Background: an optimization exercise with open tools, aiming at small area. Do not read the settings as production practice.
Function was checked by simulation only, so behaviour that the tests miss may differ from the original.

**design/flow/config.mk**
```make
export PLATFORM = sky130hd
export DESIGN_NAME = mac
export DESIGN_NICKNAME = mac
export VERILOG_FILES = /design/flow/design.v
export SDC_FILE = /design/flow/constraint.sdc
export NUM_CORES = 4
export LEC_CHECK = 0
export CAP_MARGIN = 0
export CORE_MARGIN = 2
export CORE_UTILIZATION = 60
export GPL_TIMING_DRIVEN = 0
export SLEW_MARGIN = 0
```
**design/flow/constraint.sdc**
```tcl
create_clock -name core_clock -period 13.0 [get_ports {clk}]
set_input_delay 2.6000 -clock core_clock [delete_from_list [all_inputs] [get_ports {clk}]]
set_output_delay 2.6000 -clock core_clock [all_outputs]
set_load 0.01 [all_outputs]
```
**design/flow/design.v**
```verilog
module dline #(parameter W = 32, parameter N = 1) (clk, d, q);
  input          clk;
  input  [W-1:0] d;
  output [W-1:0] q;
  reg [W-1:0] r [0:N-1];
  integer i;
  always @(posedge clk) begin
    r[0] <= d;
    for (i = 1; i < N; i = i + 1)
      r[i] <= r[i-1];
  end
  assign q = r[N-1];
endmodule
module lzc24(x, n);
  input  [23:0] x;
  output reg [4:0] n;
  integer i;
  always @* begin
    n = 5'd24;
    for (i = 0; i < 24; i = i + 1)
      if (x[i]) n = 5'd23 - i[4:0];
  end
endmodule
module tzc24(x, n);
  input  [23:0] x;
  output reg [4:0] n;
  integer i;
  always @* begin
    n = 5'd24;
    for (i = 23; i >= 0; i = i - 1)
      if (x[i]) n = i[4:0];
  end
endmodule
module mul(a, b, z, up);
  input  [31:0] a, b;
  output [31:0] z;
  output        up;
  wire       s    = a[31] ^ b[31];
  wire [7:0] ea   = a[30:23];
  wire [7:0] eb   = b[30:23];
  wire       anz  = |ea;
  wire       bnz  = |eb;
  wire       amax = &ea;
  wire       bmax = &eb;
  wire       amz  = ~|a[22:0];
  wire       bmz  = ~|b[22:0];
  wire       nan  = (amax & ~amz) | (bmax & ~bmz) |
                    (amax & ~bnz & bmz) | (bmax & ~anz & amz);
  wire       inf  = amax | bmax;
  wire [23:0] ma = {anz, a[22:0]};
  wire [23:0] mb = {bnz, b[22:0]};
  wire [47:0] p  = ma * mb;
  wire [4:0] la, lb, ta, tb;
  lzc24 u_la(ma, la);
  lzc24 u_lb(mb, lb);
  tzc24 u_ta(ma, ta);
  tzc24 u_tb(mb, tb);
  wire [5:0] lza = {1'b0, la | lb};
  wire [5:0] tz  = ta + tb;
  wire signed [9:0] zb = $signed({2'b00, ea[7:1], ea[0] | ~anz}) +
                         $signed({2'b00, eb[7:1], eb[0] | ~bnz}) - 10'sd126;
  wire signed [9:0] zm1 = zb - 10'sd1;
  wire signed [9:0] lzs = $signed({4'b0000, lza});
  wire              lim = zm1 <= lzs;            
  wire signed [9:0] l0f = lim ? zm1 : lzs;       
  wire signed [6:0] l0  = (l0f < -10'sd31) ? -7'sd31 :
                          (l0f >  10'sd31) ?  7'sd31 : l0f[6:0];
  wire [5:0]        u   = 6'd31 - l0[5:0];       
  wire [109:0] w = {31'b0, p, 31'b0} >> u;
  wire [26:0]  q = w[47:21];
  wire extra = ~q[26] & ~lim;
  wire [23:0] m  = extra ? q[25:2] : q[26:3];
  wire        g  = extra ? q[1] : q[2];
  wire        r  = extra ? q[0] : q[1];
  wire signed [7:0] lowlim = 8'sd21 - {l0[6], l0};
  wire        st0 = ~lowlim[7] & ($signed({2'b00, tz}) < lowlim);
  wire        st = st0 | (~extra & q[0]);
  wire        rup = g & (r | st | m[0]);
  wire signed [9:0] e = zb - {{3{l0[6]}}, l0} - {9'b0, extra};
  wire ovf = e > 10'sd254;
  assign z  = nan         ? {s, 9'h1ff, 22'b0} :
              (inf | ovf) ? {s, 8'hff, 23'b0} :
                            {s, m[23] ? e[7:0] : 8'h00, m[22:0]};
  assign up = rup & ~(nan | inf | ovf);
endmodule
module add_align(x, y, sgn, nan, inf, eb, sum);
  input  [31:0] x, y;
  output        sgn, nan, inf;
  output [7:0]  eb;
  output [27:0] sum;
  wire       sx   = x[31];
  wire       sy   = y[31];
  wire       xmax = &x[30:23];
  wire       ymax = &y[30:23];
  wire       xmz  = ~|x[22:0];
  wire       ymz  = ~|y[22:0];
  wire       xn   = xmax & ~xmz;
  wire       yn   = ymax & ~ymz;
  wire       xi   = xmax & xmz;
  wire       yi   = ymax & ymz;
  wire [32:0] kx = xmax ? {10'b0000000001, x[22:0]} : {x[30:0], 2'b00};
  wire [32:0] ky = ymax ? {10'b0000000001, y[22:0]} : {y[30:0], 2'b00};
  wire xgt = kx > ky;
  wire tie = kx == ky;
  wire sdp = tie ? (sx & sy) : (xgt ? sx : sy);
  assign sgn = (xi & yi)  ? sy :
               (xi & ~yn) ? sx :
               (yi & ~xn) ? sy : sdp;
  assign nan = xn | yn | (xi & yi & (sx ^ sy));
  assign inf = xi | yi;
  wire [30:0] bg = xgt ? x[30:0] : y[30:0];
  wire [30:0] sm = xgt ? y[30:0] : x[30:0];
  wire        bnz = |bg[30:23];
  wire        snz = |sm[30:23];
  assign      eb  = {bg[30:24], bg[23] | ~bnz};
  wire [7:0]  es  = {sm[30:24], sm[23] | ~snz};
  wire [23:0] mb  = {bnz, bg[22:0]};
  wire [23:0] ms  = {snz, sm[22:0]};
  wire [7:0]  d   = eb - es;
  wire [4:0]  dd  = (d > 8'd31) ? 5'd31 : d[4:0];
  wire [26:0] sx3 = {ms, 3'b000};
  wire [26:0] sa  = sx3 >> dd;
  wire [26:0] lost = sx3 & ~({27{1'b1}} << dd);
  wire        stk = |lost;
  wire [27:0] bgx = {1'b0, mb, 3'b000};
  wire [27:0] smx = {1'b0, sa[26:1], sa[0] | stk};
  assign sum = (sx ^ sy) ? bgx - smx : bgx + smx;
endmodule
module add_round(sgn, nan, inf, eb, sum, z);
  input         sgn, nan, inf;
  input  [7:0]  eb;
  input  [27:0] sum;
  output [31:0] z;
  reg [4:0] lz;
  integer i;
  always @* begin
    lz = 5'd28;
    for (i = 0; i < 28; i = i + 1)
      if (sum[i]) lz = 5'd27 - i[4:0];
  end
  wire [4:0]  sh  = ({3'b000, lz} <= eb) ? lz : eb[4:0];
  wire [27:0] sn  = sum << sh;
  wire [23:0] m   = sn[27:4];
  wire        g   = sn[3];
  wire        r   = sn[2];
  wire        st  = sn[1] | sn[0];
  wire        up  = g & (r | st | m[0]);
  wire [8:0]  e   = {1'b0, eb} + 9'd1 - {4'b0, sh};
  wire        ovf = e[8] | (&e[7:0]);             
  wire [30:0] zu  = {m[23] ? e[7:0] : 8'h00, m[22:0]};
  wire [30:0] zr  = zu + {30'b0, up};
  assign z = nan         ? {sgn, 9'h1ff, 22'b0} :
             (inf | ovf) ? {sgn, 8'hff, 23'b0} :
                           {sgn, zr};
endmodule
module mac(clk, a, b, c, op, z);
  input         clk;
  input  [31:0] a;
  input  [31:0] b;
  input  [31:0] c;
  input         op;
  output [31:0] z;
  reg  [31:0] c1, c2, p2, r4;
  reg         u2;
  reg         sg3, nan3, inf3;
  reg  [7:0]  eb3;
  reg  [27:0] sum3;
  wire [31:0] pm;
  wire        pu;
  mul u_mul(a, b, pm, pu);
  wire [31:0] x = {p2[31], p2[30:0] + {30'b0, u2}};
  wire        sg, nan, inf;
  wire [7:0]  eb;
  wire [27:0] sum;
  add_align u_al(x, c2, sg, nan, inf, eb, sum);
  wire [31:0] s;
  add_round u_rd(sg3, nan3, inf3, eb3, sum3, s);
  always @(posedge clk) begin
    c1   <= {~op ^ c[31], c[30:0]};
    c2   <= c1;
    p2   <= pm;
    u2   <= pu;
    sg3  <= sg;
    nan3 <= nan;
    inf3 <= inf;
    eb3  <= eb;
    sum3 <= sum;
    r4   <= s;
  end
  dline #(32, 13) u_dl(clk, r4, z);
endmodule
```
**design/flow/run.sh**
```bash
#!/bin/bash
# synth_recipe.tcl (not shown) runs the flow's synth.tcl, then flattens the netlist and writes it again
# the make line also repeats each setting of config.mk as NAME=value (left out here)
make -C /OpenROAD-flow-scripts/flow DESIGN_CONFIG=/design/flow/config.mk WORK_HOME=/design/flow/orfs CLKGATE_MAP_FILE= SYNTH_SCRIPT=/design/flow/synth_recipe.tcl finish
```
==> impl_results.md, run 1 <==
* Status: failed layout checks
* Violated layout checks: max-capacitance violations, max-slew violations, negative setup slack
* Worst path max stage delay at 0.62 ns
* Post-synthesis mux area share at 4.074%
* Slew @ Worst Pin at 1.567 ns
* Cell variety after synth at 110
* Rows at 103
* WHS Path Cells at 0
* Most common cell after layout, fill and taps aside: nand2_1
* Maximum fanout along the worst path at 10
* Final core occ at 70.09%
* RSZ-0062 raised after global routing: yes
* Fmax at 75.55 MHz
* Minimum clock period at 13.24 ns
* Largest net degree at the start of global routing at 20
* Post-synthesis xor/xnor area fraction at 3.117%
* ANT nets after route at 0
* Crit path DAT at 13.75 ns
* Global route total overflow at 0
* Share of layout cells above drive strength 1 at 12.19%
* Area of the mapped netlist at 48010 um^2
* Die X at 286.9 um
* Setup CP Type: input port to flip-flop
* Num CTS Buffers at 47
* Hold Slack at 0.3129 ns
* Post-DP HPWL at 126000 um
* Final WL at 174100 um
* R2R Path End: sum3[25]
* Number of DRC markers in iteration 0 at 5944
* Dpl cells at 6665
* Initial Util at 60.67%
* Simple-Gate Fraction of Synth Area at 16.98%
* Compound-cell area share of the yosys netlist at 15.09%
* Clock-pin slew on the worst setup and hold paths at 0.07 ns
* CP dominant cell by count: fa_1
* Antenna violations before repair at 12
* Synth Area in Adders at 28.76%
* Hold Crit Start: u_dl.r[9][3]
* Synth Net Count at 6414
* Core ar. at 79130 um^2
* Gpl congestion at 1.055
* IO Pins at 130
* R2r startpoint: p2[14]
* Asr flop ratio synth at 0%
* Seq/Total Area, Yosys at 24.35%
* Maximum buffer depth of the clock tree at 3
* Final setup fails at 29
* Final worst slack at -0.2370 ns
* Die Ht at 286.9 um
* Hold-fix buffer count after cts at 0
* Final non-filler cell total at 6890
* CTS tree: built
* Primary FF master, synth: dfxtp_1
* HP Class: flip-flop to flip-flop
* Mapped Cells at 5507
* Hold EP: u_dl.r[10][3]
* Via Count at 44380
* Syn avg cell area at 8.717 um^2
* CTS H-Tree Depth at 2
* Req. time, crit path at 13.52 ns
* Final cycle utilization of the critical path at 101.8%
* First-pass GRT wire length at 262400 um
* Max Slew Vio Count at 3
* Largest family of logic cells by synthesized area: adder cells
* DRC at 0
* Vias per cell at 6.442
* Flop2flop setup slack at 0.50 ns
* Max-Cap Viols at 1
* Worst Setup Start Kind: input port
* Most frequent cells in the layout: nand2_1 (707), inv_1 (641), dfxtp_1 (578)
* Root Driver: clkbuf_16
* CTS sink cnt at 584
* Endpoints failing hold at 0
* Syn. warnings at 6
* Aggregate global-route resource usage at 41.80%
* CP Capture Type: flip-flop
* Final net count at 6705
* WL per Instance at 25.27 um
* Initial DRT Pass Iterations at 9
* Post-route clock skew at 0.02278 ns
* Slowest cell on crit path: fa_2
* Worst Reg2Reg Path Length in Cells at 57
* Post-synth EDFFs at 0
* Port-buffer cells at 108
* Slew HR at -7.186%
* Skew-Pair Late Insertion Delay at 0.60 ns
* Die ar. at 82290 um^2
* Register bit total from synthesis at 584
* Vias in the first global route at 43780
* Layout area overhead at 15.53%
per-layer routing:
metal	track usage, %	vias to the layer above	share of wire [%]
met5	0	-	0.052
met4	21.00	6	6.7
met3	14.02	916	13
met2	63.62	3303	43
met1	53.17	21060	37
li1	-	19100	-
critical path, delay by kind of cell:
family | cells | cell delay, ns
fa+ha+maj | 10 | 4.65
compound gates | 21 | 4.01
buf+inv | 8 | 1.30
simple gates | 7 | 0.87
xor+xnor | 2 | 0.31
logic make-up (layout without fill, tap and decap cells):
kind of cell,Yosys count,after routing
DFF,584,584
AOI/OAI and AO/OA,1077,1077
muxes,178,178
xor gates and xnor gates,166,166
and+or+nand+nor,1729,1729
buffers and inverters,962,1290
other,0,5
adders and majority gates,811,811
worst max path at each step:
stage                 from       end  slack [ns]  cells after the start
floorplan            a[29]        u2       -0.07                     48
detailed placement  p2[14]  sum3[25]       -3.51                     63
global placement    p2[14]  sum3[25]       -3.63                     63
global route          a[1]        u2       -0.50                     48
CTS                  b[29]        u2       -0.04                     52
finish                a[1]        u2       -0.24                     48
area by class of cell:
type                       count  area (um^2)
clock inverter                21        237.7
inverter                     660         2494
buffer                       287         2412
multi-input combinational   3961        33750
tap                         1050         1314
antenna                        5        12.51
clock buffer                  65         1344
timing repair buffer         257         2197
fill                        6120        23670
sequential                   584        11700
stage by stage:
| step | instance area, um^2 | setup TNS (ns) | setup WS (ns) |
|---|---|---|---|
| 2_1_floorplan | 48180 | -0.7886 | -0.06558 |
| 5_1_grt | 55450 | -12.57 | -0.5040 |
| 4_1_cts | 54890 | -0.07776 | -0.03994 |
| 6_report | 55460 | -3.965 | -0.2370 |
| 3_3_place_gp | 50570 | -156.03 | -3.626 |
| 3_5_place_dp | 50570 | -155.98 | -3.513 |
cell usage after synthesis, drive strengths merged, types with 25 or more instances:
cell type    n  area (um^2)
a21oi      293         1474
nor2       313         1177
a21o        53        397.9
o21bai      38        285.3
nor4        55        362.9
o31ai       39        311.5
nand3      103        520.5
xor2        61        541.8
a31oi       41        256.5
nand2      718         2698
clkbuf     237        890.9
and3        45        281.5
mux2i      132         1321
o21ai      194        970.9
inv        657         2466
buf         65        290.3
a221oi      25        225.2
mux2        36        409.1
a211oi     106        810.8
dfxtp      584        11690
xnor2      103        909.6
nor3       118        633.1
nand4       54        344.1
o211ai      39        292.8
nand2b      28        175.2
fa         488         9769
ha         321         4016
and2       185         1157
sequential cells by signal, indices dropped and copies added (netlist names):
register / count
sg3: 1
c2: 32
p2: 32
eb3: 8
r4: 32
inf3: 1
u2: 1
c1: 32
nan3: 1
u_dl.r: 416
sum3: 28
what timing repair did:
action	CTS	global route
pin swaps	107	77
setup endpoints to repair	59	44
setup buffers	101	47
gates resized for setup	661	87
cloned	1	1
hold endpoints to repair	0	0
==> inputs of run 2 (changes only) <==
==> design/flow/config.mk (replaced) <==
export PLATFORM = sky130hd
export DESIGN_NAME = mac
export DESIGN_NICKNAME = mac
export VERILOG_FILES = /design/flow/design.v
export SDC_FILE = /design/flow/constraint.sdc
export NUM_CORES = 4
export LEC_CHECK = 0
export CAP_MARGIN = 20
export CORE_MARGIN = 2
export CORE_UTILIZATION = 40
export SLEW_MARGIN = 20
==> run 2 against run 1 <==
Now clean on timing, DRC and antenna. Maximum frequency is 5.1% higher. Critical endpoint unchanged. Count of clock-buffer cells in the layout is 1 higher. Register-to-register slack better by 0.10 ns. Via count is 7.4% lower. Flip-flop and latch count stayed put.
==> impl_results.md, run 2 <==
* Maximum fanout along the worst path at 13
* Synth Net Count at 6414
* Final non-filler cell total at 7699
* WL per Instance at 18.97 um
* Endpoints failing hold at 0
* Syn avg cell area at 8.717 um^2
* Asr flop ratio synth at 0%
* CTS tree: built
* R2r startpoint: p2[10]
* CP endpoint: u2
* Max reg flops at 416
* Antenna violations before repair at 2
* IO Pins at 130
* Final net count at 6955
* Die X at 350.4 um
* Fill cells at 11440
* Worst Setup Start Kind: input port
* Dpl cells at 7553
* Area of the mapped netlist at 48010 um^2
* Slew @ Worst Pin at 1.116 ns
* DRC at 0
* Vias per cell at 5.340
* RSZ-0062 raised after global routing: yes
* Primary FF master, synth: dfxtp_1
* Via Count at 41120
* Hold Slack at 0.3116 ns
* Mapped Cells at 5507
* Share of layout cells above drive strength 1 at 16.92%
* Final cycle utilization of the critical path at 96.84%
* Skew-Pair Late Insertion Delay at 0.62 ns
* Seq/Total Area, Yosys at 24.35%
* Crit path DAT at 13.15 ns
* Die ar. at 122800 um^2
* Register bit total from synthesis at 584
* Flop2flop setup slack at 0.60 ns
* Gpl congestion at 0.9497
* CTS sink cnt at 584
* Count leader, synth: nand2_1
* Largest Register: u_dl.r
* Max-Cap Viols at 0
* Post-synth EDFFs at 0
* Syn. warnings at 6
* First-pass GRT wire length at 229000 um
* Worst Reg2Reg Path Length in Cells at 66
* Slowest cell on crit path: fa_1
* ANT nets after route at 0
* Cell Area, Placed at 55150 um^2
* Global route total overflow at 0
* Number of DRC markers in iteration 0 at 3116
* CP dominant cell by count: fa_1
* Final WL at 146000 um
* Maximum buffer depth of the clock tree at 3
* Root Driver: clkbuf_16
* Clock-pin slew on the worst setup and hold paths at 0.07 ns
* Worst path max stage delay at 0.59 ns
* Final setup fails at 0
* R2R Path End: sum3[24]
* CP Capture Type: flip-flop
* Yosys top cell area share at 24.35%
* Slew HR at 23.67%
* Most frequent cells after synthesis: nand2_1 (717), inv_1 (652), dfxtp_1 (584)
* Cell variety after synth at 110
* CP startpoint: b[0]
* Synth top area cells: dfxtp_1 (24%), fa_1 (20%), ha_1 (8.4%), nand2_1 (5.6%), inv_1 (5.1%)
* Most frequent cells in the layout: nand2_1 (698), inv_1 (636), dfxtp_1 (578)
* Core ar. at 119500 um^2
* Initial Util at 40.17%
* Setup CP Type: input port to flip-flop
* Max Slew Vio Count at 0
* Most common cell after layout, fill and taps aside: nand2_1
* Post-DP HPWL at 117200 um
* Layout area overhead at 21.78%
* Post-route clock skew at 0.03135 ns
* Hold-fix buffer count after cts at 0
* Num CTS Buffers at 50
* Aggregate global-route resource usage at 23.55%
* Largest net degree at the start of global routing at 62
* Rows at 127
* Minimum clock period at 12.59 ns
* Fmax at 79.43 MHz
* Port-buffer cells at 129
* Initial DRT Pass Iterations at 8
* HP Class: flip-flop to flip-flop
* CTS H-Tree Depth at 2
* Die Ht at 350.4 um
* Status: finished clean
* Synth area leader: dfxtp_1
* Vias in the first global route at 40610
* Cell area after layout at 58460 um^2
* Req. time, crit path at 13.56 ns
run 2: cell counts after synthesis:
Identical to the previous run, type by type.
run 2: final cells by class:
class | count | area [um^2] | share of cell area (%)
Timing Repair Buffer | 791 | 7032 | 12.03
Antenna cell | 1 | 2.502 | 0.004280
Tap cell | 1612 | 2017 | 3.450
Sequential cell | 584 | 11700 | 20.01
Inverter | 660 | 2481 | 4.244
Clock inverter | 24 | 310.3 | 0.5308
Multi-Input combinational cell | 3961 | 33540 | 57.37
Clock buffer | 66 | 1381 | 2.363
run 2: stage by stage:
stage	setup WS (ns)	utilization, %	TNS (ns)
after floorplan	-0.06558	-	-0.7886
after global placement	-0.8299	46.15	-23.91
after detailed placement	-0.8591	46.15	-24.31
after CTS	0.007916	47.60	0
after global routing	-0.05574	48.92	-0.6807
final	0.4110	48.92	0
run 2: cells by family after synthesis:
logic type	Yosys count	share of synthesized area, %
and+or+nand+nor	1729	16.98
AOI/OAI and AO/OA	1077	15.09
buffers and inverters	962	7.621
adders and majority gates	811	28.76
DFF	584	24.35
muxes	178	4.074
xor gates and xnor gates	166	3.117
run 2: worst max-delay path: cells and delay by family:
family          cells  cell delay [ns]
xor+xnor            3             0.47
compound gates     19             3.36
buf+inv            10             1.35
fa+ha+maj          10             4.37
simple gates        8             0.96
run 2: per-layer routing:
metal  track usage [%]  wire length (um)
met5                 0                64
met4             5.124              3438
met3             5.164             11640
met2             36.27             63450
met1             33.70             67420
run 2: worst min-delay path by stage:
stage | from | end | slack [ns] | cells past startpoint
CTS | u_dl.r[10][8] | u_dl.r[11][8] | 0.31 | 0
floorplan | c1[0] | c2[0] | 0.31 | 0
global placement | u_dl.r[6][6] | u_dl.r[7][6] | 0.31 | 0
global route | u_dl.r[6][18] | u_dl.r[7][18] | 0.31 | 0
finish | r4[0] | u_dl.r[0][0] | 0.31 | 0
detailed placement | c1[17] | c2[17] | 0.31 | 0
run 2: repair_timing:
action                                  in CTS  in global routing
pin swaps                                    2                159
endpoints found under the hold margin        0                  0
endpoints found under the setup margin      32                 42
buffers inserted                             0                 49
cloned                                       0                  6
resized for setup                           11                293

## re-timing with driven ports
In the flow no input, the clock included, has a driving cell. The finished layouts below were timed again as built, in two steps.
Step 1 assumes that a clkbuf_16 drives the clock port and a buf_2 every other input.
Step 2 moves the port delays by t, midway between the first and last clock arrival at a register: inputs arrive t later, outputs are due t later. That takes back most of the time a late clock gives input paths.
Three values: ideal ports, drivers, drivers and shift; two values: the first two.
run	t, ns	setup slack, ns	worst setup path at the end	worst register clock-pin slew, ns	worst data-port slew with drivers (ns)
run 1	0.655	-0.237 / -0.211 / -0.867	input to register	0.08 / 0.08	0.06
run 2	0.661	0.411 / 0.422 / -0.239	input to register	0.07 / 0.07	0.08
With both steps, setup timing fails in run 2, where it was met with ideal ports. The setup slack of run 2, which loses most, moves by +0.011 ns with the drivers and by -0.650 ns with both steps.
